From an optimization exercise on the open Yosys and OpenROAD flow, aimed at small area, a short achievable clock period and few clock cycles per item; shortcuts taken in it are not production practice. For this run, only the layout was checked, not whether the RTL still works. Power is estimated from default activity; no workload was simulated.

File: flow/flow/run.sh
#!/bin/bash
# Standard ORFS layout, with the port buffers made of the smallest buffer cell.
set -euo pipefail
cd "$(dirname "$0")/.."
bash standard.sh 'BUFFER_PORTS_ARGS=-buffer_cell sky130_fd_sc_hd__buf_1' finish > standard_flow.log 2>&1
File: flow/standard.sh
#!/bin/bash
# synth_recipe.tcl (not shown) runs the flow's synth.tcl, then flattens the netlist and writes it again
# the make line also repeats each setting of config.mk as NAME=value (left out here)
make -C /OpenROAD-flow-scripts/flow DESIGN_CONFIG=/design/flow/config.mk WORK_HOME=/design/flow/orfs CLKGATE_MAP_FILE= SYNTH_SCRIPT=/design/flow/synth_recipe.tcl "${@:-finish}"
File: flow/config.mk
export PLATFORM = sky130hd
export DESIGN_NAME = booth_multiplier
export DESIGN_NICKNAME = booth_multiplier
export VERILOG_FILES = /design/flow/design.v
export SDC_FILE = /design/flow/constraint.sdc
export NUM_CORES = 4
export LEC_CHECK = 0
export CAP_MARGIN = 20
export CORE_MARGIN = 2
export CORE_UTILIZATION = 40
export SETUP_SLACK_MARGIN = 3.2
export SLEW_MARGIN = 20
export SYNTH_HIERARCHICAL = 1
export TNS_END_PERCENT = 5
File: flow/constraint.sdc
create_clock -name core_clock -period 6.0 [get_ports {clk}]
set_input_delay 1.2000 -clock core_clock [delete_from_list [all_inputs] [get_ports {clk}]]
set_output_delay 1.2000 -clock core_clock [all_outputs]
set_load 0.01 [all_outputs]
File: flow/design.v
module _inv(a,y);  
input a;  
output y;  
assign y = ~a;  
endmodule  
module _nand2(a,b,y);  
input a,b;  
output y;  
assign y = ~(a&b);  
endmodule  
module _and2(a,b,y);  
input a,b;  
output y;  
assign y = a & b;  
endmodule  
module _or2(a,b,y);  
input a,b;  
output y;  
assign y = a | b;  
endmodule  
module _xor2(a,b,y);  
input a,b;  
output y;  
wire inv_a, inv_b;  
wire w0, w1;  
_inv U0_inv(.a(a), .y(inv_a));  
_inv U1_inv(.a(b), .y(inv_b));  
_and2 U2_and2(.a(inv_a), .b(b), .y(w0));  
_and2 U3_and2(.a(a), .b(inv_b), .y(w1));  
_or2 U4_or2(.a(w0), .b(w1), .y(y));  
endmodule  
module _and3(a,b,c,y);  
input a,b,c;  
output y;  
assign y = a & b & c;  
endmodule  
module _and4(a,b,c,d,y);  
input a,b,c,d;  
output y;  
assign y = a & b & c & d;  
endmodule  
module _and5(a,b,c,d,e,y);  
input a,b,c,d,e;  
output y;  
assign y = a & b & c & d & e;  
endmodule  
module _or3(a,b,c,y); 
input a,b,c;  
output y;  
assign y= a | b | c;  
endmodule  
module _or4(a,b,c,d,y);  
input a,b,c,d;  
output y;  
assign y = a | b | c | d;  
endmodule  
module _or5(a,b,c,d,e,y);  
input a,b,c,d,e;  
output y;  
assign y = a | b | c | d | e;  
endmodule  
module _inv_4bits(a,y);  
input [3:0] a;  
output [3:0] y;  
assign y = ~a;  
endmodule  
module _and2_4bits(a,b,y);  
input [3:0] a,b;  
output [3:0] y;  
assign y = a&b;  
endmodule  
module _or2_4bits(a,b,y);  
input [3:0] a,b;  
output [3:0] y;  
assign y =a|b;  
endmodule  
module _xor2_4bits(a,b,y);  
input [3:0] a,b;  
output [3:0] y;  
	_xor2 U0_xor2(  
	.a(a[0]),
	.b(b[0]), 
	.y(y[0])
	);
	_xor2 U1_xor2(  
	.a(a[1]),
	.b(b[1]),
	.y(y[1])
	);
	_xor2 U2_xor2(  
	.a(a[2]),
	.b(b[2]),
	.y(y[2])
	);
	_xor2 U3_xor2(  
	.a(a[3]),
	.b(b[3]),
	.y(y[3])
	);
endmodule  
module _xnor2_4bits(a,b,y);  
input [3:0] a,b;  
output [3:0] y;  
wire [3:0] w0;  
	_xor2_4bits U0_xor2_4bits(  
	.a(a),
	.b(b),
	.y(w0)
	);
	_inv_4bits U1_inv_4bits(  
	.a(w0),
	.y(y)
	);
endmodule  
module _inv_32bits(a,y);  
input [31:0] a;  
output [31:0] y;  
assign y = ~a;  
endmodule  
module _and2_32bits(a,b,y);  
input [31:0] a,b;  
output [31:0] y;  
assign y = a&b;  
endmodule  
module _or2_32bits(a,b,y);  
input [31:0] a,b;  
output [31:0] y;  
assign y = a|b;  
endmodule  
module _xor2_32bits(a,b,y);  
input [31:0] a,b;  
output [31:0] y;  
_xor2_4bits U0_xor2_4bits(  
	.a(a[3:0]),
	.b(b[3:0]),
	.y(y[3:0])
	);
_xor2_4bits U1_xor2_4bits(  
	.a(a[7:4]),
	.b(b[3:0]),
	.y(y[7:4])
	);
_xor2_4bits U2_xor2_4bits(  
	.a(a[11:8]),
	.b(b[11:8]),
	.y(y[11:8])
	);
_xor2_4bits U3_xor2_4bits(  
	.a(a[15:12]),
	.b(b[15:12]),
	.y(y[15:12])
	);
_xor2_4bits U4_xor2_4bits(  
	.a(a[19:16]),
	.b(b[19:16]),
	.y(y[19:16])
	);
_xor2_4bits U5_xor2_4bits(  
	.a(a[23:20]),
	.b(b[23:20]),
	.y(y[23:20])
	);
_xor2_4bits U6_xor2_4bits(  
	.a(a[27:24]),
	.b(b[27:24]),
	.y(y[27:24])
	);
_xor2_4bits U7_xor2_4bits(  
	.a(a[31:28]),
	.b(b[31:28]),
	.y(y[31:28])
	);
endmodule  
module _xnor2_32bits(a,b,y);  
input [31:0] a,b;  
output [31:0] y;  
_xnor2_4bits U0_xnor2_4bits(  
	.a(a[3:0]),
	.b(b[3:0]),
	.y(y[3:0])
	);
_xnor2_4bits U1_xnor2_4bits(  
	.a(a[7:4]),
	.b(b[7:4]),
	.y(y[7:4])
	);
_xnor2_4bits U2_xnor2_4bits(  
	.a(a[11:8]),
	.b(b[11:8]),
	.y(y[11:8])
	);
_xnor2_4bits U3_xnor2_4bits(  
	.a(a[15:12]),
	.b(b[15:12]),
	.y(y[15:12])
	);
_xnor2_4bits U4_xnor2_4bits(  
	.a(a[19:16]),
	.b(b[19:16]),
	.y(y[19:16])
	);
_xnor2_4bits U5_xnor2_4bits(  
	.a(a[23:20]),
	.b(b[23:20]),
	.y(y[23:20])
	);
_xnor2_4bits U6_xnor2_4bits(  
	.a(a[27:24]),
	.b(b[27:24]),
	.y(y[27:24])
	);
_xnor2_4bits U7_xnor2_4bits(  
	.a(a[31:28]),
	.b(b[31:28]),
	.y(y[31:28])
	);
endmodule  
module fa_v2(a,b,ci,s);  
input a,b,ci;  
output s;  
wire w0;  
	_xor2 U0_xor2(  
	.a(a),  
	.b(b),  
	.y(w0)  
	);
	_xor2 U1_xor2(  
	.a(w0),  
	.b(ci),  
	.y(s)  
	);
endmodule  
module clb4(a,b,ci,c1,c2,c3,co);  
input [3:0] a,b;  
input ci;  
output c1,c2,c3,co;  
wire [3:0] g,p;  
wire w0_c1;  
wire w0_c2, w1_c2;  
wire w0_c3, w1_c3, w2_c3;  
wire w0_co, w1_co, w2_co, w3_co;  
	_and2 U0_and2(  
	.a(a[0]),
	.b(b[0]),
	.y(g[0])
	);
	_and2 U1_and2(  
	.a(a[1]),
	.b(b[1]),
	.y(g[1])
	);
	_and2 U2_and2(  
	.a(a[2]),
	.b(b[2]),
	.y(g[2])
	);
	_and2 U3_and2(  
	.a(a[3]),
	.b(b[3]),
	.y(g[3])
	);
	_or2 U4_or2(  
	.a(a[0]),
	.b(b[0]),
	.y(p[0])
	);
	_or2 U5_or2(  
	.a(a[1]),
	.b(b[1]),
	.y(p[1])
	);
	_or2 U6_or2(  
	.a(a[2]),
	.b(b[2]),
	.y(p[2])
	);
	_or2 U7_or2(  
	.a(a[3]),
	.b(b[3]),
	.y(p[3])
	);
	_and2 U8_and2(  
	.a(p[0]),
	.b(ci),
	.y(w0_c1)
	);
	_or2 U9_or2(  
	.a(g[0]),
	.b(w0_c1),
	.y(c1)
	);
	_and2 U10_and2(  
	.a(p[1]),
	.b(g[0]),
	.y(w0_c2)
	);
	_and3 U11_and3(  
	.a(p[1]),
	.b(p[0]),
	.c(ci),
	.y(w1_c2)
	);
	_or3 U12_or3(  
	.a(g[1]),
	.b(w0_c2),
	.c(w1_c2),
	.y(c2)
	);
	_and2 U13_and2(  
	.a(p[2]),
	.b(g[1]),
	.y(w0_c3)
	);
	_and3 U14_and3(  
	.a(p[2]),
	.b(p[1]),
	.c(g[0]),
	.y(w1_c3)
	);
	_and4 U15_and4(  
	.a(p[2]),
	.b(p[1]),
	.c(p[0]),
	.d(ci),
	.y(w2_c3)
	);
	_or4 U16_or4(  
	.a(g[2]),
	.b(w0_c3),
	.c(w1_c3),
	.d(w2_c3),
	.y(c3)
	);
	_and2 U17_and2(  
	.a(p[3]),
	.b(g[2]),
	.y(w0_co)
	);
	_and3 U18_and3(  
	.a(p[3]),
	.b(p[2]),
	.c(g[1]),
	.y(w1_co)
	);
	_and4 U19_and4(  
	.a(p[3]),
	.b(p[2]),
	.c(p[1]),
	.d(g[0]),
	.y(w2_co)
	);
	_and5 U20_and5(  
	.a(p[3]),
	.b(p[2]),
	.c(p[1]),
	.d(p[0]),
	.e(ci),
	.y(w3_co)
	);
	_or5 U21_or5(  
	.a(g[3]),
	.b(w0_co),
	.c(w1_co),
	.d(w2_co),
	.e(w3_co),
	.y(co)
	);
endmodule  
module cla4(a,b,ci,s,co);  
input [3:0] a,b;  
input ci;  
output [3:0] s;  
output co;  
wire c1, c2, c3;  
	fa_v2 U0_fa_v2(  
	.a(a[0]),  
	.b(b[0]),  
	.ci(ci),  
	.s(s[0])  
	);
	fa_v2 U1_fa_v2(  
	.a(a[1]),  
	.b(b[1]),  
	.ci(c1),  
	.s(s[1])  
	);
	fa_v2 U2_fa_v2(  
	.a(a[2]),  
	.b(b[2]),  
	.ci(c2),  
	.s(s[2])  
	);
	fa_v2 U3_fa_v2(  
	.a(a[3]),  
	.b(b[3]),  
	.ci(c3),  
	.s(s[3])  
	);
	clb4 U4_clb4(  
	.a(a),  
	.b(b),  
	.ci(ci),  
	.c1(c1),  
	.c2(c2),  
	.c3(c3),  
	.co(co)  
	);
endmodule  
module cla8(a,b,ci,s,co);  
input [7:0] a,b;  
input ci;
output [7:0] s;  
output co;  
wire c1;  
assign {co, s} = a + b + ci;
endmodule  
module cla64(a,b,ci,s,co);  
input [63:0] a,b;  
input ci;  
output [63:0] s;  
output co;  
wire c1, c2, c3, c4, c5, c6, c7;  
assign {co, s} = a + b + ci;
endmodule  
module ns_logic(clk, reset_n, op_start, op_clear, op_done, state, counter);  
input clk, reset_n;  
input op_start, op_clear, op_done;  
output [1:0] state;  
output [6:0] counter;  
parameter start_state = 2'b00;  
parameter multiple_state = 2'b01;  
parameter clear_state = 2'b10;  
reg [1:0] state, next_state;  
reg [6:0] counter, next_counter;  
reg [6:0] temp;  
wire [6:0] temp_counter;  
wire co;  
cla8 U0_cla8(  
	.a({1'b0, next_counter}),  
	.b(8'b00000001),
	.ci(1'b0),
	.s(temp_counter),
	.co(co)
	);
always @(posedge clk or negedge reset_n)
begin
	if(reset_n == 1'b0) 
	begin
		temp = 7'b0000000;
		state <= start_state;
		counter <= 7'b0000000;
	end
	else
	begin
		temp = temp_counter[6:0];
		state <= next_state;
		counter <= next_counter;
	end
end
always @(op_start, op_clear, op_done, state, counter, temp)
begin
	if(op_clear == 1'b1)  
	begin
		next_state <= start_state;
		next_counter <= 7'b0000000;
	end
	else
	begin
		case(state)
			start_state:  
			begin
				if(op_start == 1'b1 && op_clear == 1'b0 && op_done == 1'b0)  
				begin
					next_state <= multiple_state;
					next_counter <= counter;
				end
				else
				begin
					next_state <= start_state;
					next_counter <= counter;
				end
			end
			multiple_state:  
			begin
				if(counter == 7'b1000000)  
				begin
					next_state <= clear_state;
					next_counter <= counter;
				end
				else if(op_clear == 1'b1)
				begin
					next_state <= start_state;
					next_counter <= 7'b0000000;
				end
				else
				begin
					next_state <= multiple_state;
					next_counter <= temp; 
				end
			end
			clear_state:  
			begin
				if(op_clear == 1'b1)  
				begin
					next_state <= start_state; 
					next_counter <= 7'b0000000;
				end
				else  
				begin
					next_state <= clear_state;
					next_counter <= counter;
				end
			end
			default:
			begin
				next_state <= 2'bx;
				next_counter <= 7'bx;
			end
		endcase  
	end
end
endmodule  
module o_logic(clk, reset_n, multiplier, multiplicand, counter, state, op_done, result);  
	input clk, reset_n;  
	input [63:0] multiplier;  
	input [63:0] multiplicand;  
	input [6:0] counter;  
	input [1:0] state;  
	output op_done;  
	output [127:0] result;  
	parameter start_state = 2'b00;  
	parameter multiple_state = 2'b01;  
	parameter clear_state = 2'b10;  
	reg op_done;  
	reg [127:0] result;  
	reg [127:0] next_result;  
	reg [127:0] temp;  
	reg [63:0] addition_store, subtraction_store;  
	reg last_result;  
	reg last_q;  
	wire [63:0] addition, subtraction;  
	always @(posedge clk or negedge reset_n)
	begin
		if(reset_n == 1'b0)  
		begin
			addition_store = 64'b0;
			subtraction_store = 64'b0;
			result = 128'b0;
			last_q <= 1'b0;
		end
		else
		begin
			addition_store = addition;
			subtraction_store = subtraction;
			result <= next_result;
			last_q <= last_result;
		end
	end
	always @(multiplier, multiplicand, counter, state, result, last_q, addition_store, subtraction_store)
	begin
		case(state)
			start_state:  
			begin
				next_result = {64'b0,multiplier}; 
				op_done = 1'b0;
				last_result = 1'b0;
				temp = 128'b0;
			end
			multiple_state:  
			begin
				if(counter == 7'b1000000)  
				begin 
					op_done = 1'b1;
					next_result = result;
					last_result = 1'b0;
					temp = 128'b0; 
				end
				else
				begin
					op_done = 1'b0;
					if(result[0] == 1'b0 && last_q == 1'b0)  
					begin
						temp = result;
						last_result = result[0];
						next_result = {result[127], result[127:1]};  
					end
					else if(result[0] == 1'b0 && last_q == 1'b1)  
					begin
						temp[127:64] = addition_store;
						temp[63:0] = result[63:0];
						last_result = result[0];
						next_result = {((result[127] == multiplicand[63]) ? result[127] : temp[127]), temp[127:1]};  
					end
					else if(result[0] == 1'b1 && last_q == 1'b0)  
					begin
						temp[127:64] = subtraction_store;
						temp[63:0] = result[63:0];
						last_result = result[0];
						next_result = {((result[127] != multiplicand[63]) ? result[127] : temp[127]), temp[127:1]};  
					end
					else if(result[0] == 1'b1 && last_q == 1'b1)  
					begin
						temp = result;
						last_result = result[0];
						next_result = {result[127], result[127:1]};  
					end
					else 
					begin
						temp = result;
						next_result = 128'b0;
						op_done = 1'b0;
						last_result = 1'b0;
					end
				end
			end
			clear_state:  
			begin
				next_result = result;
				op_done = 1'b1;
				last_result = 1'b0;
				temp = 128'b0;
			end
			default:
			begin
				next_result = 128'bx;
				op_done = 1'bx;
				last_result = 1'bx;
				temp = 128'bx;
			end
		endcase  
	end
	cla64 U0_cla64(  
		.a(next_result[127:64]),
		.b(multiplicand[63:0]),
		.ci(1'b0),
		.s(addition),
		.co()
		);
	cla64 U1_cla64(  
		.a(next_result[127:64]),
		.b(~multiplicand[63:0]),
		.ci(1'b1),
		.s(subtraction),
		.co()
		);
endmodule  
module booth_multiplier(clk, reset_n, multiplier, multiplicand, op_start, op_clear, op_done, result);
	input clk, reset_n;
	input [63:0] multiplier;
	input [63:0] multiplicand;
	input op_start, op_clear;
	output op_done;
	output [127:0] result;
	localparam IDLE = 2'd0, BUSY = 2'd1, DONE = 2'd2;
	reg [1:0] state;
	reg [3:0] cnt;
	reg op_done;
	reg [63:0] lo;              
	reg [64:0] acc_s, acc_c;    
	reg [7:0]  pend_s, pend_c;  
	reg        cin;             
	reg [3:0]  sel1, sel2, neg;  
	wire [8:0] win_ld = {multiplier[7:0], 1'b0};
	wire [8:0] win_nx = lo[15:7];
	wire [8:0] win = (state == IDLE) ? win_ld : win_nx;
	wire [3:0] e1, e2, en;
	genvar t;
	generate
		for (t = 0; t < 4; t = t + 1) begin : g_enc
			wire b0 = win[2*t];
			wire b1 = win[2*t+1];
			wire b2 = win[2*t+2];
			assign e1[t] = b1 ^ b0;
			assign e2[t] = (b2 & ~b1 & ~b0) | (~b2 & b1 & b0);
			assign en[t] = b2 & ~(b1 & b0);
		end
	endgenerate
	wire [63:0] nvec;
	generate
		for (t = 0; t < 32; t = t + 1) begin : g_neg
			wire xm1 = (t == 0) ? 1'b0 : multiplier[2*t-1];
			assign nvec[2*t] = multiplier[2*t+1] & ~(multiplier[2*t] & xm1);
			assign nvec[2*t+1] = 1'b0;
		end
	endgenerate
	wire [64:0] pat [0:3];
	generate
		for (t = 0; t < 4; t = t + 1) begin : g_row
			wire [64:0] mag = ({65{sel1[t]}} & {multiplicand[63], multiplicand}) | ({65{sel2[t]}} & {multiplicand, 1'b0});
			assign pat[t] = mag ^ {65{neg[t]}};
		end
	endgenerate
	wire [72:0] l3_s, l3_c;
	csa_tree u_tree(.as(acc_s), .ac(acc_c), .p0(pat[0]), .p1(pat[1]), .p2(pat[2]), .p3(pat[3]), .s(l3_s), .c(l3_c));
	wire [72:0] sum;
	bk_add73 u_add(.a({acc_s[64:0], pend_s}), .b({acc_c[64:0], pend_c[7:1], cin}), .s(sum));
	wire c8 = sum[8] ^ acc_s[0] ^ acc_c[0];
	wire idle = (state == IDLE);
	wire step = (state == BUSY) & ~cnt[3];
	wire fin = (state == BUSY) & cnt[3];
	always @(posedge clk or negedge reset_n) begin
		if (!reset_n) begin
			state <= IDLE;
			cnt <= 4'd0;
			op_done <= 1'b0;
		end else if (op_clear) begin
			state <= IDLE;
			op_done <= 1'b0;
		end else begin
			case (state)
				IDLE: if (op_start) begin state <= BUSY; cnt <= 4'd0; end
				BUSY: begin
					cnt <= cnt + 4'd1;
					if (cnt[3]) begin state <= DONE; op_done <= 1'b1; end
				end
				default: ;
			endcase
		end
	end
	always @(posedge clk) begin
		sel1 <= e1;
		sel2 <= e2;
		neg <= en;
		if (idle) begin
			acc_c <= {1'b0, nvec};
			pend_s <= 8'b0;
			pend_c <= 8'b0;
			cin <= 1'b0;
		end else begin
			acc_c <= l3_c[72:8];
			pend_s <= l3_s[7:0];
			pend_c <= l3_c[7:0];
			cin <= c8;
		end
		if (idle) begin
			lo <= multiplier;
			acc_s <= {1'b1, 64'b0};
		end else if (step) begin
			lo <= {sum[7:0], lo[63:8]};
			acc_s <= l3_s[72:8];
		end else if (fin) begin
			lo <= {sum[7:0], lo[63:8]};
			acc_s[63:0] <= sum[71:8];
		end
	end
	assign result = {acc_s[63:0], lo};
endmodule
module csa_tree(as, ac, p0, p1, p2, p3, s, c);
	input [64:0] as, ac, p0, p1, p2, p3;
	output [72:0] s, c;
	wire [72:0] a0 = {8'b0, as};
	wire [72:0] a1 = {8'b0, ac};
	wire [72:0] r0 = {7'b0, 1'b1, ~p0[64], p0[63:0]};
	wire [72:0] r1 = {5'b0, 1'b1, ~p1[64], p1[63:0], 2'b0};
	wire [72:0] r2 = {3'b0, 1'b1, ~p2[64], p2[63:0], 4'b0};
	wire [72:0] r3 = {1'b0, 1'b1, ~p3[64], p3[63:0], 6'b0};
	wire [72:0] l1a_s = a0 ^ a1 ^ r0;
	wire [72:0] l1a_c = {((a0 & a1) | (a0 & r0) | (a1 & r0)), 1'b0};
	wire [72:0] l1b_s = r1 ^ r2 ^ r3;
	wire [72:0] l1b_c = {((r1 & r2) | (r1 & r3) | (r2 & r3)), 1'b0};
	wire [72:0] l2_s = l1a_s ^ l1a_c ^ l1b_s;
	wire [72:0] l2_c = {((l1a_s & l1a_c) | (l1a_s & l1b_s) | (l1a_c & l1b_s)), 1'b0};
	assign s = l2_s ^ l2_c ^ l1b_c;
	assign c = {((l2_s & l2_c) | (l2_s & l1b_c) | (l2_c & l1b_c)), 1'b0};
endmodule
module bk_add73(a, b, s);
	input [72:0] a, b;
	output [72:0] s;
	wire [72:0] p = a ^ b;
	wire [72:0] g = a & b;
	wire G1 = g[1] | (p[1] & g[0]);
	wire P1 = p[1] & p[0];
	wire G2 = g[3] | (p[3] & g[2]);
	wire P2 = p[3] & p[2];
	wire G3 = g[5] | (p[5] & g[4]);
	wire P3 = p[5] & p[4];
	wire G4 = g[7] | (p[7] & g[6]);
	wire P4 = p[7] & p[6];
	wire G5 = g[9] | (p[9] & g[8]);
	wire P5 = p[9] & p[8];
	wire G6 = g[11] | (p[11] & g[10]);
	wire P6 = p[11] & p[10];
	wire G7 = g[13] | (p[13] & g[12]);
	wire P7 = p[13] & p[12];
	wire G8 = g[15] | (p[15] & g[14]);
	wire P8 = p[15] & p[14];
	wire G9 = g[17] | (p[17] & g[16]);
	wire P9 = p[17] & p[16];
	wire G10 = g[19] | (p[19] & g[18]);
	wire P10 = p[19] & p[18];
	wire G11 = g[21] | (p[21] & g[20]);
	wire P11 = p[21] & p[20];
	wire G12 = g[23] | (p[23] & g[22]);
	wire P12 = p[23] & p[22];
	wire G13 = g[25] | (p[25] & g[24]);
	wire P13 = p[25] & p[24];
	wire G14 = g[27] | (p[27] & g[26]);
	wire P14 = p[27] & p[26];
	wire G15 = g[29] | (p[29] & g[28]);
	wire P15 = p[29] & p[28];
	wire G16 = g[31] | (p[31] & g[30]);
	wire P16 = p[31] & p[30];
	wire G17 = g[33] | (p[33] & g[32]);
	wire P17 = p[33] & p[32];
	wire G18 = g[35] | (p[35] & g[34]);
	wire P18 = p[35] & p[34];
	wire G19 = g[37] | (p[37] & g[36]);
	wire P19 = p[37] & p[36];
	wire G20 = g[39] | (p[39] & g[38]);
	wire P20 = p[39] & p[38];
	wire G21 = g[41] | (p[41] & g[40]);
	wire P21 = p[41] & p[40];
	wire G22 = g[43] | (p[43] & g[42]);
	wire P22 = p[43] & p[42];
	wire G23 = g[45] | (p[45] & g[44]);
	wire P23 = p[45] & p[44];
	wire G24 = g[47] | (p[47] & g[46]);
	wire P24 = p[47] & p[46];
	wire G25 = g[49] | (p[49] & g[48]);
	wire P25 = p[49] & p[48];
	wire G26 = g[51] | (p[51] & g[50]);
	wire P26 = p[51] & p[50];
	wire G27 = g[53] | (p[53] & g[52]);
	wire P27 = p[53] & p[52];
	wire G28 = g[55] | (p[55] & g[54]);
	wire P28 = p[55] & p[54];
	wire G29 = g[57] | (p[57] & g[56]);
	wire P29 = p[57] & p[56];
	wire G30 = g[59] | (p[59] & g[58]);
	wire P30 = p[59] & p[58];
	wire G31 = g[61] | (p[61] & g[60]);
	wire P31 = p[61] & p[60];
	wire G32 = g[63] | (p[63] & g[62]);
	wire P32 = p[63] & p[62];
	wire G33 = g[65] | (p[65] & g[64]);
	wire P33 = p[65] & p[64];
	wire G34 = g[67] | (p[67] & g[66]);
	wire P34 = p[67] & p[66];
	wire G35 = g[69] | (p[69] & g[68]);
	wire P35 = p[69] & p[68];
	wire G36 = g[71] | (p[71] & g[70]);
	wire P36 = p[71] & p[70];
	wire G37 = G2 | (P2 & G1);
	wire P37 = P2 & P1;
	wire G38 = G4 | (P4 & G3);
	wire P38 = P4 & P3;
	wire G39 = G6 | (P6 & G5);
	wire P39 = P6 & P5;
	wire G40 = G8 | (P8 & G7);
	wire P40 = P8 & P7;
	wire G41 = G10 | (P10 & G9);
	wire P41 = P10 & P9;
	wire G42 = G12 | (P12 & G11);
	wire P42 = P12 & P11;
	wire G43 = G14 | (P14 & G13);
	wire P43 = P14 & P13;
	wire G44 = G16 | (P16 & G15);
	wire P44 = P16 & P15;
	wire G45 = G18 | (P18 & G17);
	wire P45 = P18 & P17;
	wire G46 = G20 | (P20 & G19);
	wire P46 = P20 & P19;
	wire G47 = G22 | (P22 & G21);
	wire P47 = P22 & P21;
	wire G48 = G24 | (P24 & G23);
	wire P48 = P24 & P23;
	wire G49 = G26 | (P26 & G25);
	wire P49 = P26 & P25;
	wire G50 = G28 | (P28 & G27);
	wire P50 = P28 & P27;
	wire G51 = G30 | (P30 & G29);
	wire P51 = P30 & P29;
	wire G52 = G32 | (P32 & G31);
	wire P52 = P32 & P31;
	wire G53 = G34 | (P34 & G33);
	wire P53 = P34 & P33;
	wire G54 = G36 | (P36 & G35);
	wire P54 = P36 & P35;
	wire G55 = G38 | (P38 & G37);
	wire P55 = P38 & P37;
	wire G56 = G40 | (P40 & G39);
	wire P56 = P40 & P39;
	wire G57 = G42 | (P42 & G41);
	wire P57 = P42 & P41;
	wire G58 = G44 | (P44 & G43);
	wire P58 = P44 & P43;
	wire G59 = G46 | (P46 & G45);
	wire P59 = P46 & P45;
	wire G60 = G48 | (P48 & G47);
	wire P60 = P48 & P47;
	wire G61 = G50 | (P50 & G49);
	wire P61 = P50 & P49;
	wire G62 = G52 | (P52 & G51);
	wire P62 = P52 & P51;
	wire G63 = G54 | (P54 & G53);
	wire P63 = P54 & P53;
	wire G64 = G56 | (P56 & G55);
	wire P64 = P56 & P55;
	wire G65 = G58 | (P58 & G57);
	wire P65 = P58 & P57;
	wire G66 = G60 | (P60 & G59);
	wire P66 = P60 & P59;
	wire G67 = G62 | (P62 & G61);
	wire P67 = P62 & P61;
	wire G68 = G65 | (P65 & G64);
	wire P68 = P65 & P64;
	wire G69 = G67 | (P67 & G66);
	wire P69 = P67 & P66;
	wire G70 = G69 | (P69 & G68);
	wire P70 = P69 & P68;
	wire G71 = G66 | (P66 & G68);
	wire P71 = P66 & P68;
	wire G72 = G57 | (P57 & G64);
	wire P72 = P57 & P64;
	wire G73 = G59 | (P59 & G68);
	wire P73 = P59 & P68;
	wire G74 = G61 | (P61 & G71);
	wire P74 = P61 & P71;
	wire G75 = G63 | (P63 & G70);
	wire P75 = P63 & P70;
	wire G76 = G39 | (P39 & G55);
	wire P76 = P39 & P55;
	wire G77 = G41 | (P41 & G64);
	wire P77 = P41 & P64;
	wire G78 = G43 | (P43 & G72);
	wire P78 = P43 & P72;
	wire G79 = G45 | (P45 & G68);
	wire P79 = P45 & P68;
	wire G80 = G47 | (P47 & G73);
	wire P80 = P47 & P73;
	wire G81 = G49 | (P49 & G71);
	wire P81 = P49 & P71;
	wire G82 = G51 | (P51 & G74);
	wire P82 = P51 & P74;
	wire G83 = G53 | (P53 & G70);
	wire P83 = P53 & P70;
	wire G84 = G3 | (P3 & G37);
	wire P84 = P3 & P37;
	wire G85 = G5 | (P5 & G55);
	wire P85 = P5 & P55;
	wire G86 = G7 | (P7 & G76);
	wire P86 = P7 & P76;
	wire G87 = G9 | (P9 & G64);
	wire P87 = P9 & P64;
	wire G88 = G11 | (P11 & G77);
	wire P88 = P11 & P77;
	wire G89 = G13 | (P13 & G72);
	wire P89 = P13 & P72;
	wire G90 = G15 | (P15 & G78);
	wire P90 = P15 & P78;
	wire G91 = G17 | (P17 & G68);
	wire P91 = P17 & P68;
	wire G92 = G19 | (P19 & G79);
	wire P92 = P19 & P79;
	wire G93 = G21 | (P21 & G73);
	wire P93 = P21 & P73;
	wire G94 = G23 | (P23 & G80);
	wire P94 = P23 & P80;
	wire G95 = G25 | (P25 & G71);
	wire P95 = P25 & P71;
	wire G96 = G27 | (P27 & G81);
	wire P96 = P27 & P81;
	wire G97 = G29 | (P29 & G74);
	wire P97 = P29 & P74;
	wire G98 = G31 | (P31 & G82);
	wire P98 = P31 & P82;
	wire G99 = G33 | (P33 & G70);
	wire P99 = P33 & P70;
	wire G100 = G35 | (P35 & G83);
	wire P100 = P35 & P83;
	wire G101 = g[2] | (p[2] & G1);
	wire P101 = p[2] & P1;
	wire G102 = g[4] | (p[4] & G37);
	wire P102 = p[4] & P37;
	wire G103 = g[6] | (p[6] & G84);
	wire P103 = p[6] & P84;
	wire G104 = g[8] | (p[8] & G55);
	wire P104 = p[8] & P55;
	wire G105 = g[10] | (p[10] & G85);
	wire P105 = p[10] & P85;
	wire G106 = g[12] | (p[12] & G76);
	wire P106 = p[12] & P76;
	wire G107 = g[14] | (p[14] & G86);
	wire P107 = p[14] & P86;
	wire G108 = g[16] | (p[16] & G64);
	wire P108 = p[16] & P64;
	wire G109 = g[18] | (p[18] & G87);
	wire P109 = p[18] & P87;
	wire G110 = g[20] | (p[20] & G77);
	wire P110 = p[20] & P77;
	wire G111 = g[22] | (p[22] & G88);
	wire P111 = p[22] & P88;
	wire G112 = g[24] | (p[24] & G72);
	wire P112 = p[24] & P72;
	wire G113 = g[26] | (p[26] & G89);
	wire P113 = p[26] & P89;
	wire G114 = g[28] | (p[28] & G78);
	wire P114 = p[28] & P78;
	wire G115 = g[30] | (p[30] & G90);
	wire P115 = p[30] & P90;
	wire G116 = g[32] | (p[32] & G68);
	wire P116 = p[32] & P68;
	wire G117 = g[34] | (p[34] & G91);
	wire P117 = p[34] & P91;
	wire G118 = g[36] | (p[36] & G79);
	wire P118 = p[36] & P79;
	wire G119 = g[38] | (p[38] & G92);
	wire P119 = p[38] & P92;
	wire G120 = g[40] | (p[40] & G73);
	wire P120 = p[40] & P73;
	wire G121 = g[42] | (p[42] & G93);
	wire P121 = p[42] & P93;
	wire G122 = g[44] | (p[44] & G80);
	wire P122 = p[44] & P80;
	wire G123 = g[46] | (p[46] & G94);
	wire P123 = p[46] & P94;
	wire G124 = g[48] | (p[48] & G71);
	wire P124 = p[48] & P71;
	wire G125 = g[50] | (p[50] & G95);
	wire P125 = p[50] & P95;
	wire G126 = g[52] | (p[52] & G81);
	wire P126 = p[52] & P81;
	wire G127 = g[54] | (p[54] & G96);
	wire P127 = p[54] & P96;
	wire G128 = g[56] | (p[56] & G74);
	wire P128 = p[56] & P74;
	wire G129 = g[58] | (p[58] & G97);
	wire P129 = p[58] & P97;
	wire G130 = g[60] | (p[60] & G82);
	wire P130 = p[60] & P82;
	wire G131 = g[62] | (p[62] & G98);
	wire P131 = p[62] & P98;
	wire G132 = g[64] | (p[64] & G70);
	wire P132 = p[64] & P70;
	wire G133 = g[66] | (p[66] & G99);
	wire P133 = p[66] & P99;
	wire G134 = g[68] | (p[68] & G83);
	wire P134 = p[68] & P83;
	wire G135 = g[70] | (p[70] & G100);
	wire P135 = p[70] & P100;
	wire G136 = g[72] | (p[72] & G75);
	wire P136 = p[72] & P75;
	wire [72:0] c = {G75, G135, G100, G134, G83, G133, G99, G132, G70, G131, G98, G130, G82, G129, G97, G128, G74, G127, G96, G126, G81, G125, G95, G124, G71, G123, G94, G122, G80, G121, G93, G120, G73, G119, G92, G118, G79, G117, G91, G116, G68, G115, G90, G114, G78, G113, G89, G112, G72, G111, G88, G110, G77, G109, G87, G108, G64, G107, G86, G106, G76, G105, G85, G104, G55, G103, G84, G102, G37, G101, G1, g[0], 1'b0};
	assign s = p ^ c;
endmodule
==> summary.txt <==
power by group through the flow:
stage                     Sequential, uW  Clock [uW]  Combinational, uW
final                               2740        1910               8890
after global routing                2810        2000               9920
after CTS                           2740        1940               8850
after detailed placement            2930           0               8270
after global placement              2930           0               8110
after floorplan                     2490           0               6230
per-stage QoR:
step | hold WS, ps | util, %
floorplan | 446.4 | -
global placement | 466.2 | 41.45
detailed placement | 476.1 | 41.45
CTS | 485.8 | 45.18
global route | 510.8 | 45.30
finish | 493.4 | 45.32
metal layers:
metal / vias to the layer above / track usage [%]
li1: 7902 / -
met1: 9250 / 37.52
met2: 1054 / 43.15
met3: 201 / 6.038
met4: 0 / 11.04
met5: - / 0
area by class of cell:
cell class / instances / area share, %
Sequential cell: 229 / 20.89
Antenna cell: 3 / 0.02949
Multi-Input combinational cell: 1730 / 61.73
Clock inverter: 21 / 0.9389
Clock buffer: 35 / 3.023
Timing Repair Buffer: 331 / 8.174
Tap cell: 756 / 3.716
Inverter: 101 / 1.494
what timing repair did:
action                                  4_1_cts  5_1_grt
endpoints found under the setup margin      147      181
setup buffers                                53        2
hold buffers                                  0        0
pin swaps                                    27       16
gates resized for setup                      90       16
sequential cells by signal, summed over array words and instances (netlist names), 4 cells and up:
name and flops:
acc_c 65, acc_s 65, cnt 4, lo 64
neg 4, pend_c 7, pend_s 8, sel1 4
sel2 4
cells in the final DEF (no fill, tap or decap), drive strengths merged, types with 85 or more instances in the layout:
cell type	count
o21ai	91
a22oi	252
nand2	389
buf	331
fa	287
dfxtp	158
ha	85
inv	100
xnor2	280
critical path, stage by stage, from the launching register on:
cell and delay, ps:
sky130_fd_sc_hd__dfxtp_1 300, sky130_fd_sc_hd__ha_1 330, sky130_fd_sc_hd__o211ai_1 100, sky130_fd_sc_hd__o21a_2 250, sky130_fd_sc_hd__a2111o_1 490, sky130_fd_sc_hd__nand2_2 120, sky130_fd_sc_hd__inv_2 50, sky130_fd_sc_hd__o21ai_4 160
sky130_fd_sc_hd__buf_4 140, sky130_fd_sc_hd__buf_4 130, sky130_fd_sc_hd__a21o_1 150, sky130_fd_sc_hd__a21o_1 120, sky130_fd_sc_hd__a21oi_1 80, sky130_fd_sc_hd__fa_1 390, sky130_fd_sc_hd__xnor2_1 260, sky130_fd_sc_hd__mux2i_1 110
sky130_fd_sc_hd__o21ai_0 170
path summary, 6_finish.rpt:
path | depth (start not counted) | from | to | slack (ps)
hold reg to reg | 1 | acc_s[64] | acc_s[64] | 490
min in group asynchronous | 1 | reset_n | cnt[1] | 510
hold / removal | 1 | acc_s[64] | acc_s[64] | 490
max in group asynchronous | 1 | reset_n | cnt[3] | 5180
setup reg to reg | 16 | pend_s[5] | acc_s[23] | 2530
setup / recovery | 16 | pend_s[5] | acc_s[23] | 2530
==> impl_results.rst <==
.. list-table::
   :header-rows: 1

   * - Metric
     - Value
   * - Run status
     - complete, no violations
   * - Wl on met1
     - 33.25 mm
   * - Wire length of the first global-routing pass
     - 122.6 mm
   * - Fraction of final layout cells with drive strength greater than 1
     - 8.950%
   * - Post-route cell area
     - 25450 um^2
   * - Area of the multi-input gates
     - 15710 um^2
   * - Syn avg cell area
     - 9.713 um^2
   * - Vias per inst
     - 5.741
   * - Critical Path Start Type
     - register
   * - H-tree levels
     - 1
   * - Switching share of power
     - 45.89%
   * - Combinational power share
     - 65.7%
   * - Kind of end point of the critical path
     - register
   * - Num ports
     - 261
   * - Maximum resistive drop on vdd
     - 0.2661 mV
   * - Worst slew margin relative to its limit
     - 25.77%
   * - Average wire per standard cell
     - 25.56 um
   * - Sum of met2 wire segment lengths after detailed routing
     - 36.71 mm
   * - Synthesis-to-layout area growth
     - 12.62%
   * - Clk network pwr share
     - 14.1%
   * - Effective utilization at floorplan
     - 40.24%
   * - Area of the core
     - 56170 um^2
   * - Pin count of the biggest net entering global routing
     - 127
   * - Shortest clock period the worst path allows after layout
     - 3467 ps
   * - Setup repair after global routing missed its margin
     - yes
   * - Via count of the first global-routing pass
     - 19060
   * - WP data required
     - 6490 ps
   * - Register clock-pin slew on the reported worst setup and hold paths
     - 60 ps
   * - Post-placement cell count
     - 3092
   * - Post-DP HPWL
     - 54.06 mm
   * - Hold violation count in the final report
     - 0
   * - Synthesized instance count
     - 2327
   * - Root buffer cell
     - sky130_fd_sc_hd__clkbuf_16
   * - Number of standard cells in the layout, taps in and fillers out
     - 3206
   * - Later-pin clock latency in the skew report
     - 600 ps
   * - Met3 routed WL
     - 8.366 mm
   * - Worst-path fanout max
     - 3
   * - Number of antenna violations at the first check in global routing
     - 2
   * - Synth Warn #
     - 7
   * - Post-route setup slack
     - 2533 ps
   * - Arrival @ worst endpoint
     - 3960 ps
   * - Aggregate negative setup slack
     - 0 ps
   * - Pwr/cell area
     - 531.7 nW/um^2
   * - Netlist area before placement
     - 22600 um^2
   * - CTS Buf Count
     - 30
   * - Total global-route track usage
     - 27.70%
   * - Kind of critical path
     - reg -> reg
   * - Hold/Removal Path Class
     - reg -> reg
   * - Post-detailed-route count of antenna-violating nets
     - 0
   * - Max clock buf depth
     - 3
   * - Die Span Y
     - 241.7 um
   * - Power share of the sequential group
     - 20.3%
   * - Max-cap check violation count
     - 0
   * - Number of detailed-route iterations in the first pass
     - 6
   * - Total grt overflow
     - 0
   * - Clock skew after layout
     - 24.90 ps
   * - DR vias
     - 18410
   * - Net switching power
     - 6211 uW
   * - Number of clock sinks
     - 229
   * - Placed cell areas
     - 23280 um^2
   * - Post-Place Worst Slack
     - 2045 ps
   * - Standard-cell row count
     - 87
   * - P_leak
     - 0.01022 uW
   * - Nets@finish
     - 2927
   * - Internal
     - 7324 uW
   * - Max Freq
     - 0.2884 GHz
   * - Storage cell area
     - 5318 um^2
   * - CTS tree
     - built
   * - Final period util
     - 57.79%
   * - PnR Total Power
     - 13540 uW
   * - Horizontal die dimension
     - 241.7 um
   * - Highest routing layer actually used
     - met4
   * - Routed wire length
     - 81.94 mm
   * - Die Footprint
     - 58420 um^2
   * - Worst-Margin Slew
     - 1114 ps
   * - Max-slew violation total from the final report
     - 0
   * - # DRC
     - 0
   * - Setup violation total in the final timing report
     - 0
   * - Fillcell total
     - 5396
   * - Number of DRC violations after detailed-routing iteration 0
     - 1838
   * - Port bufs
     - 260
   * - Final weighted congestion of routability-driven global placement
     - 0.8865

[re-timing with driven ports]
The flow's constraints put no driver on any port. The routed layout listed below was extracted and timed again, unchanged, in two steps. Step 1 sets driving cells, clkbuf_16 on the clock port and buf_2 on the other inputs (assumed; they add their load-dependent delay and slew). Step 2 moves the port delays by t, midway between the first and last clock arrival at a register: inputs arrive t later, outputs are due t later. That takes back most of the time a late clock gives input paths. Three values: ideal ports, drivers, drivers and shift; two values: the first two.
t (ns): 0.651
slack for setup (ns): 2.533 / 2.533 / 2.019
worst setup path at the end: input to register
clock arrival spread, ns: 0.025 / 0.025
After both steps setup and hold are still met in this run. For this run, drivers alone change the setup slack by 0.000 ns; drivers and shift together by -0.514 ns.
